Context: an optimization exercise on an open-source flow, tuned for small area. The choices shown serve that exercise and are no tape-out recipe.
At most, simulation tests tie the RTL to the original design; equivalence was not proved.
Power is estimated from default activity; no workload was simulated.

==> module uart_rcv, before the edit <==
module uart_rcv(rx_rdy, rx_data, clk, rst_n, RX);
	output reg [7:0] rx_data;
	output rx_rdy;
	input clk, rst_n, RX;
	reg rx_nr, rx_rd;
	reg [11:0] baud_cnt;
	reg [3:0] bit_cnt;
	reg [1:0] state;		 
	wire idle  = ~state[0] & ~state[1];
	wire first = state[0];
	wire rest  = state[1];
	wire [11:0] baud_nxt = {baud_cnt[10:0], ~(baud_cnt[11] ^ baud_cnt[7] ^ baud_cnt[1] ^ baud_cnt[0])};
	wire half = ((baud_cnt & 12'h7bf) == 12'h7ad);
	wire full = ((baud_cnt & 12'hff7) == 12'h586);
	wire done = bit_cnt[3] & bit_cnt[1];	 
	wire shift = (first & half) | (rest & ~done & full);
	always @(posedge clk, negedge rst_n)
		if (!rst_n) begin
			rx_nr <= 1'b1;
			rx_rd <= 1'b1;
		end else begin
			rx_nr <= RX;
			rx_rd <= rx_nr;
		end
	wire [3:0] bit_inc;
	inc #(4) iINC(.s(bit_inc), .a(bit_cnt), .ci(shift));
	always @(posedge clk)
		if (idle) bit_cnt <= 4'h0;
		else bit_cnt <= bit_inc;
	always @(posedge clk)
		if (idle | shift) baud_cnt <= 12'h000;
		else baud_cnt <= baud_nxt;
	always @(posedge clk)
		if (shift & ~(bit_cnt[3] & bit_cnt[0]))
			rx_data <= {rx_rd, rx_data[7:1]};
	always @(posedge clk, negedge rst_n)
		if (!rst_n) state <= 2'b00;
		else if (idle) state <= {1'b0, ~rx_rd};
		else if (first) state <= {half, ~half};
		else state <= {~done, 1'b0};
	assign rx_rdy = idle & done;
endmodule
==> flow/config.mk <==
export PLATFORM = sky130hd
export DESIGN_NAME = Follower
export DESIGN_NICKNAME = Follower
export VERILOG_FILES = /design/flow/design.v
export SDC_FILE = /design/flow/constraint.sdc
export NUM_CORES = 4
export LEC_CHECK = 0
export CAP_MARGIN = 20
export CORE_MARGIN = 2
export CORE_UTILIZATION = 60
export PLACE_DENSITY = 0.8
export SLEW_MARGIN = 20
==> flow/constraint.sdc <==
create_clock -name core_clock -period 20.0 [get_ports {clk}]
set_input_delay 4.0000 -clock core_clock [delete_from_list [all_inputs] [get_ports {clk}]]
set_output_delay 4.0000 -clock core_clock [all_outputs]
set_load 0.01 [all_outputs]
standard.sh (not shown) runs the stock make flow with config.mk's settings and CLKGATE_MAP_FILE= SYNTH_SCRIPT=/design/flow/synth_recipe.tcl, a recipe that flattens the netlist after the stock synthesis.
==> flow/flow/run.sh <==
#!/bin/bash
# Layout flow: the standard flow (standard synthesis unchanged), with
#  - the port buffers made with the smallest buffer (buf_1) instead of the default,
#  - clock tree synthesis with clkbuf_8 leaf clusters of at most 16 sinks and no
#    dummy loads.
# Every tool's output goes to standard.log in this folder (ORFS also keeps its own
# per-step logs under orfs/logs).
set -o pipefail
CTS="-sink_clustering_enable -repair_clock_nets -sink_clustering_size 16 -sink_clustering_max_diameter 90 -buf_list sky130_fd_sc_hd__clkbuf_8 -dont_use_dummy_load"
bash standard.sh "BUFFER_PORTS_ARGS=-buffer_cell sky130_fd_sc_hd__buf_1" "CTS_ARGS=$CTS" finish > standard.log 2>&1
==> next run, changes <==
--- a/flow/design.v
+++ b/flow/design.v
@@ -123,10 +123,10 @@
 	reg rx_nr, rx_rd;
 	reg [11:0] baud_cnt;
 	reg [3:0] bit_cnt;
-	reg [1:0] state;		 
-	wire idle  = ~state[0] & ~state[1];
-	wire first = state[0];
-	wire rest  = state[1];
+	reg busy;			 
+	wire idle  = ~busy;
+	wire first = busy & ~|bit_cnt;
+	wire rest  = busy & |bit_cnt;
 	wire [11:0] baud_nxt = {baud_cnt[10:0], ~(baud_cnt[11] ^ baud_cnt[7] ^ baud_cnt[1] ^ baud_cnt[0])};
 	wire half = ((baud_cnt & 12'h7bf) == 12'h7ad);
 	wire full = ((baud_cnt & 12'hff7) == 12'h586);
@@ -152,10 +152,9 @@
 		if (shift & ~(bit_cnt[3] & bit_cnt[0]))
 			rx_data <= {rx_rd, rx_data[7:1]};
 	always @(posedge clk, negedge rst_n)
-		if (!rst_n) state <= 2'b00;
-		else if (idle) state <= {1'b0, ~rx_rd};
-		else if (first) state <= {half, ~half};
-		else state <= {~done, 1'b0};
+		if (!rst_n) busy <= 1'b0;
+		else if (idle) busy <= ~rx_rd;
+		else if (rest & done) busy <= 1'b0;
 	assign rx_rdy = idle & done;
 endmodule
 module A2D_intf(cnv_cmplt, res, a2d_SS_n, SCLK, MOSI, clk, rst_n, strt_cnv, chnnl, MISO);
What happened: The new run produced a clean layout; sequential share of layout area barely changes; routed wire length fell by 0.89%; area after synthesis hardly moves; combinational power is lower by 39%; design area is about the same; via count stays flat; die area barely changes; synthesized cell count barely changes.
For the first run of this note, only the layout was checked, not whether the RTL still works.

Setup of T:
Follower, a different RTL version from the one above (not shown whole).
For scale: about 1,100 cells after synthesis, ~27 I/O pins, ~0.012 mm² of cells after synthesis.
==> module alu, before the edit <==
module alu(sum, sat, ic, a, b, inv, cin, intgrl);
  output [15:0] sum;		 
  output [11:0] sat;		 
  output [9:0] ic;
  input [15:0] a, b;
  input inv, cin;
  input [11:0] intgrl;
  rca #(16) iADD(.s(sum), .a(a), .b(b ^ {16{inv}}), .ci(cin));
  assign sat = (~sum[15] & |sum[14:11]) ? 12'h7ff :
               ( sum[15] & ~&sum[14:11]) ? 12'h800 : sum[11:0];
  wire [14:0] i7;
  rca #(15) iIC(.s(i7), .a({intgrl, 3'b000}), .b(~{{3{intgrl[11]}}, intgrl}), .ci(1'b1));
  assign ic = i7[14:5];
endmodule
==> module motion, before the edit <==
module motion(addr, strt_cnv, lft, rht, IR_out_en, IR_mid_en, IR_in_en, res, cnv_cmplt, go, pwm_cnt, clk, rst_n);
output reg [10:0] lft, rht;
output [2:0] addr;
output strt_cnv, IR_out_en, IR_mid_en, IR_in_en;
input [11:0] res;
input [9:0] pwm_cnt;
input cnv_cmplt, go, clk, rst_n;
localparam IDLE = 3'd0, TW = 3'd1, CW = 3'd2, CI = 3'd3, CALC = 3'd4;
reg [2:0] state;
reg [12:0] tmr;
reg [2:0] chnnl;
reg [1:0] itg_cnt;
reg [10:0] Fwd;
reg [15:0] Accum;
reg [11:0] Intgrl;
reg [13:0] Error;
wire s_idle = (state == IDLE);
wire s_tw   = (state == TW);
wire s_cw   = (state == CW);
wire s_ci   = (state == CI);
wire s_calc = state[2];
wire ch5 = chnnl[2] & chnnl[0];
wire cnv_done = s_cw & cnv_cmplt;
wire itg = s_ci & (&itg_cnt);
wire [12:0] tmr_nxt = {tmr[11:0], ~(tmr[12] ^ tmr[10] ^ tmr[8] ^ tmr[7])};
wire tmr32   = ((tmr & 13'h285) == 13'h081);
wire tmr4096 = ((tmr & 13'hdff) == 13'h05a);
wire [7:0] tk = {tmr[6] & ~tmr[7], tmr[5] & ~tmr[6], tmr[4] & ~tmr[5], tmr[3] & ~tmr[4],
                 tmr[2] & ~tmr[3], tmr[1] & ~tmr[2], tmr[0] & ~tmr[1], ~tmr[0]};
assign strt_cnv = s_tw & (chnnl[0] ? tmr32 : tmr4096);
wire [15:0] sum;
wire [11:0] sat;
wire [9:0] ic;
wire t0 = s_calc & tk[0];
wire t1 = s_calc & tk[1];
wire tF = s_calc & (tk[4] | tk[6]);	 
wire tR = s_calc & (tk[5] | tk[7]);	 
wire t45 = s_calc & tmr[3] & ~tmr[5];	 
wire [11:0] E = Error[11:0];
wire [15:0] opA = ({16{s_tw | s_cw | t1 | tR}} & Accum) |
                  ({16{s_ci}} & {{4{Intgrl[11]}}, Intgrl}) |
                  ({16{tF}} & {5'b0, Fwd}) |
                  ({16{t0}} & {{1{E[11]}}, E, 3'b000});
wire [13:0] res_sc = chnnl[2] ? {res, 2'b00} : chnnl[1] ? {1'b0, res, 1'b0} : {2'b00, res};
wire [15:0] opB = ({16{cnv_done}} & {2'b00, res_sc}) |
                  ({16{s_ci}} & {{8{E[11]}}, E[11:4]}) |
                  ({16{t1}} & {{10{E[11]}}, E[11:6]}) |
                  ({16{t0 | tF}} & {{2{Error[13]}}, Error}) |	 
                  ({16{tR}} & {{6{ic[9]}}, ic});
wire inv = (s_cw & chnnl[0]) | t0 | t1 | t45;
wire cin = (s_cw & chnnl[0]) | t0 | (t1 & ~|E[5:0]) | t45;
alu iALU(.sum(sum), .sat(sat), .ic(ic), .a(opA), .b(opB), .inv(inv), .cin(cin), .intgrl(Intgrl));
wire PWM_sig = ~pwm_cnt[7] | (~|pwm_cnt[6:4] & ~(pwm_cnt[3] & pwm_cnt[2] & (pwm_cnt[1] | pwm_cnt[0])));
always @(posedge clk, negedge rst_n)
	if (!rst_n)
		state <= IDLE;
	else case (state)
		IDLE: if (go) state <= TW;
		TW:   if (strt_cnv) state <= CW;
		CW:   if (cnv_cmplt) state <= ch5 ? CI : TW;
		CI:   state <= CALC;
		default: if (tk[7]) state <= IDLE;
	endcase
always @(posedge clk)
	if (s_idle | s_ci | (cnv_done & ~chnnl[0]))
		tmr <= 13'h0;
	else
		tmr <= tmr_nxt;
always @(posedge clk, negedge rst_n)
	if (!rst_n)
		chnnl <= 3'h0;
	else if (s_idle & go)
		chnnl <= 3'h0;
	else if (cnv_done & ~ch5)
		chnnl <= chnnl + 1'b1;
always @(posedge clk, negedge rst_n)
	if (!rst_n)
		itg_cnt <= 2'b00;
	else if (s_calc & tk[7])
		itg_cnt <= itg_cnt + 1'b1;
wire [10:0] Fwd_inc;
inc #(11) iFWD(.s(Fwd_inc), .a(Fwd), .ci(itg & ~&Fwd[10:8]));
always @(posedge clk)
	if (~go)
		Fwd <= 11'h000;
	else
		Fwd <= Fwd_inc;
always @(posedge clk)
	Accum <= sum;
always @(posedge clk)
	if (cnv_done & ch5)
		Error <= {{2{sat[11]}}, sat};
	else if (t1)
		Error <= sum[14:1];
always @(posedge clk, negedge rst_n)
	if (!rst_n)
		Intgrl <= 12'h000;
	else if (itg)
		Intgrl <= sat;
wire [10:0] drv = sat[11:1];
wire [9:0] drv_mag;
inc #(10) iMAG(.s(drv_mag), .a(drv[9:0] ^ {10{drv[10]}}), .ci(drv[10]));
wire [10:0] drv_sm = {drv[10], drv_mag};
always @(posedge clk, negedge rst_n)
	if (!rst_n)
		rht <= 11'h000;
	else if (!go)
		rht <= 11'h000;
	else if (s_calc & tk[5])
		rht <= drv_sm;
always @(posedge clk, negedge rst_n)
	if (!rst_n)
		lft <= 11'h000;
	else if (!go)
		lft <= 11'h000;
	else if (s_calc & tk[7])
		lft <= drv_sm;
assign addr = (chnnl == 3'b000) ? 3'b001:
              (chnnl == 3'b001) ? 3'b000:
              (chnnl == 3'b010) ? 3'b100:
              (chnnl == 3'b011) ? 3'b010:
              (chnnl == 3'b100) ? 3'b011:
              3'b111;
wire IR_en = (s_idle & go) | s_tw | (s_cw & ~(chnnl[0] & cnv_cmplt));
assign IR_in_en  = IR_en & ~chnnl[2] & ~chnnl[1] & PWM_sig;
assign IR_mid_en = IR_en & ~chnnl[2] &  chnnl[1] & PWM_sig;
assign IR_out_en = IR_en &  chnnl[2] & PWM_sig;
endmodule
clock: 20.0 ns
lec_check: 0
cap_margin: 20
core_margin: 2
core_utilization: 40
slew_margin: 20
==> flow/flow/run.sh <==
#!/bin/bash
# Layout flow: the standard flow (standard synthesis unchanged), with
#  - the port buffers made with the smallest buffer (buf_1) instead of the default,
#  - clock tree synthesis with clkbuf_8 leaf clusters of at most 14 sinks and no
#    dummy loads.
# Every tool's output goes to standard.log in this folder (ORFS also keeps its own
# per-step logs under orfs/logs).
set -o pipefail
CTS="-sink_clustering_enable -repair_clock_nets -sink_clustering_size 14 -sink_clustering_max_diameter 80 -buf_list sky130_fd_sc_hd__clkbuf_8 -dont_use_dummy_load"
bash standard.sh "BUFFER_PORTS_ARGS=-buffer_cell sky130_fd_sc_hd__buf_1" "CTS_ARGS=$CTS" finish > standard.log 2>&1
Setup changes, T to Q
--- a/flow/design.v
+++ b/flow/design.v
@@ -203,19 +203,14 @@
 	else if (fin)
 		cnv_cmplt <= 1'b1;
 endmodule
-module alu(sum, sat, ic, a, b, inv, cin, intgrl);
+module alu(sum, sat, a, b, inv, cin);
   output [15:0] sum;		 
   output [11:0] sat;		 
-  output [9:0] ic;
   input [15:0] a, b;
   input inv, cin;
-  input [11:0] intgrl;
   rca #(16) iADD(.s(sum), .a(a), .b(b ^ {16{inv}}), .ci(cin));
   assign sat = (~sum[15] & |sum[14:11]) ? 12'h7ff :
                ( sum[15] & ~&sum[14:11]) ? 12'h800 : sum[11:0];
-  wire [14:0] i7;
-  rca #(15) iIC(.s(i7), .a({intgrl, 3'b000}), .b(~{{3{intgrl[11]}}, intgrl}), .ci(1'b1));
-  assign ic = i7[14:5];
 endmodule
 module rca #(parameter W = 16) (s, a, b, ci);
   output [W-1:0] s;
@@ -273,26 +268,34 @@
 assign strt_cnv = s_tw & (chnnl[0] ? tmr32 : tmr4096);
 wire [15:0] sum;
 wire [11:0] sat;
-wire [9:0] ic;
 wire t0 = s_calc & tk[0];
 wire t1 = s_calc & tk[1];
+wire t2 = s_calc & tk[2];
+wire t3 = s_calc & tk[3];
 wire tF = s_calc & (tk[4] | tk[6]);	 
 wire tR = s_calc & (tk[5] | tk[7]);	 
+wire tRn = tR & Accum[15];		 
 wire t45 = s_calc & tmr[3] & ~tmr[5];	 
 wire [11:0] E = Error[11:0];
-wire [15:0] opA = ({16{s_tw | s_cw | t1 | tR}} & Accum) |
+wire [11:0] I = Intgrl;
+wire [15:0] opA = ({16{s_tw | s_cw | t1 | (tR & ~Accum[15])}} & Accum) |
+                  {15'b0, tRn} |
                   ({16{s_ci}} & {{4{Intgrl[11]}}, Intgrl}) |
                   ({16{tF}} & {5'b0, Fwd}) |
-                  ({16{t0}} & {{1{E[11]}}, E, 3'b000});
-wire [13:0] res_sc = chnnl[2] ? {res, 2'b00} : chnnl[1] ? {1'b0, res, 1'b0} : {2'b00, res};
-wire [15:0] opB = ({16{cnv_done}} & {2'b00, res_sc}) |
+                  ({16{t0}} & {{1{E[11]}}, E, 3'b000}) |
+                  ({16{t2}} & {{1{I[11]}}, I, 3'b000}) |
+                  ({16{t3}} & {{6{Accum[15]}}, Accum[14:5]});
+wire rep = strt_cnv & ((~chnnl[2] & chnnl[1] & chnnl[0]) | (chnnl[2] & ~chnnl[1] & ~chnnl[0]));
+wire [13:0] res_sc = (s_cw & chnnl[2]) ? {res, 2'b00} : {2'b00, res};
+wire [15:0] opB = ({16{cnv_done | rep}} & {2'b00, res_sc}) |
                   ({16{s_ci}} & {{8{E[11]}}, E[11:4]}) |
                   ({16{t1}} & {{10{E[11]}}, E[11:6]}) |
-                  ({16{t0 | tF}} & {{2{Error[13]}}, Error}) |	 
-                  ({16{tR}} & {{6{ic[9]}}, ic});
-wire inv = (s_cw & chnnl[0]) | t0 | t1 | t45;
-wire cin = (s_cw & chnnl[0]) | t0 | (t1 & ~|E[5:0]) | t45;
-alu iALU(.sum(sum), .sat(sat), .ic(ic), .a(opA), .b(opB), .inv(inv), .cin(cin), .intgrl(Intgrl));
+                  ({16{t2}} & {{4{I[11]}}, I}) |
+                  ({16{tRn}} & Accum) |
+                  ({16{t0 | t3 | tF}} & {{2{Error[13]}}, Error});	 
+wire inv = (s_cw & chnnl[0]) | (rep & chnnl[2]) | t0 | t1 | t2 | t45 | tRn;
+wire cin = (s_cw & chnnl[0]) | (rep & chnnl[2]) | t0 | (t1 & ~|E[5:0]) | t2 | t45 | tRn;
+alu iALU(.sum(sum), .sat(sat), .a(opA), .b(opB), .inv(inv), .cin(cin));
 wire PWM_sig = ~pwm_cnt[7] | (~|pwm_cnt[6:4] & ~(pwm_cnt[3] & pwm_cnt[2] & (pwm_cnt[1] | pwm_cnt[0])));
 always @(posedge clk, negedge rst_n)
 	if (!rst_n)
@@ -335,15 +338,17 @@
 		Error <= {{2{sat[11]}}, sat};
 	else if (t1)
 		Error <= sum[14:1];
+	else if (t3)
+		Error <= sum[13:0];
 always @(posedge clk, negedge rst_n)
 	if (!rst_n)
 		Intgrl <= 12'h000;
 	else if (itg)
 		Intgrl <= sat;
-wire [10:0] drv = sat[11:1];
-wire [9:0] drv_mag;
-inc #(10) iMAG(.s(drv_mag), .a(drv[9:0] ^ {10{drv[10]}}), .ci(drv[10]));
-wire [10:0] drv_sm = {drv[10], drv_mag};
+wire v_neg = Accum[15];
+wire [9:0] drv_mag = v_neg ? (((|sum[14:12]) | (sum[11] & |sum[10:1])) ? 10'h000 : sum[10:1])
+                           : ((|sum[14:11]) ? 10'h3ff : sum[10:1]);
+wire [10:0] drv_sm = {v_neg, drv_mag};
 always @(posedge clk, negedge rst_n)
 	if (!rst_n)
 		rht <= 11'h000;
==> comparison <==
Against T, static leakage in Q came out worse.
Multi-input gate count for Q: about 5% up relative to T
Cmp Q vs T: worst reg2reg path depth lower in Q
Reported for Q and T, total number of cells along the worst setup path turned out identical to the last digit.
Compare Q and T | layout-stage area growth over the synthesis result lower: T
When Q is set beside T, its combinational share of power turns out to be 0.3 points smaller.
As of Q, area after synthesis had fallen slightly compared to T.
Q against T: final cell utilization of the core decreased 0.24 points; area share of buffers outside the clock network essentially unchanged.
Q and T ended up with nearly the same delay of the slowest cell on the worst path.
Taking Q over T, the weighted congestion reported at the end of routability-driven placement ratio works out to 1.12.
Going from T to Q, via count grows by 340.
The RTL of Q was laid out without a check of its function.
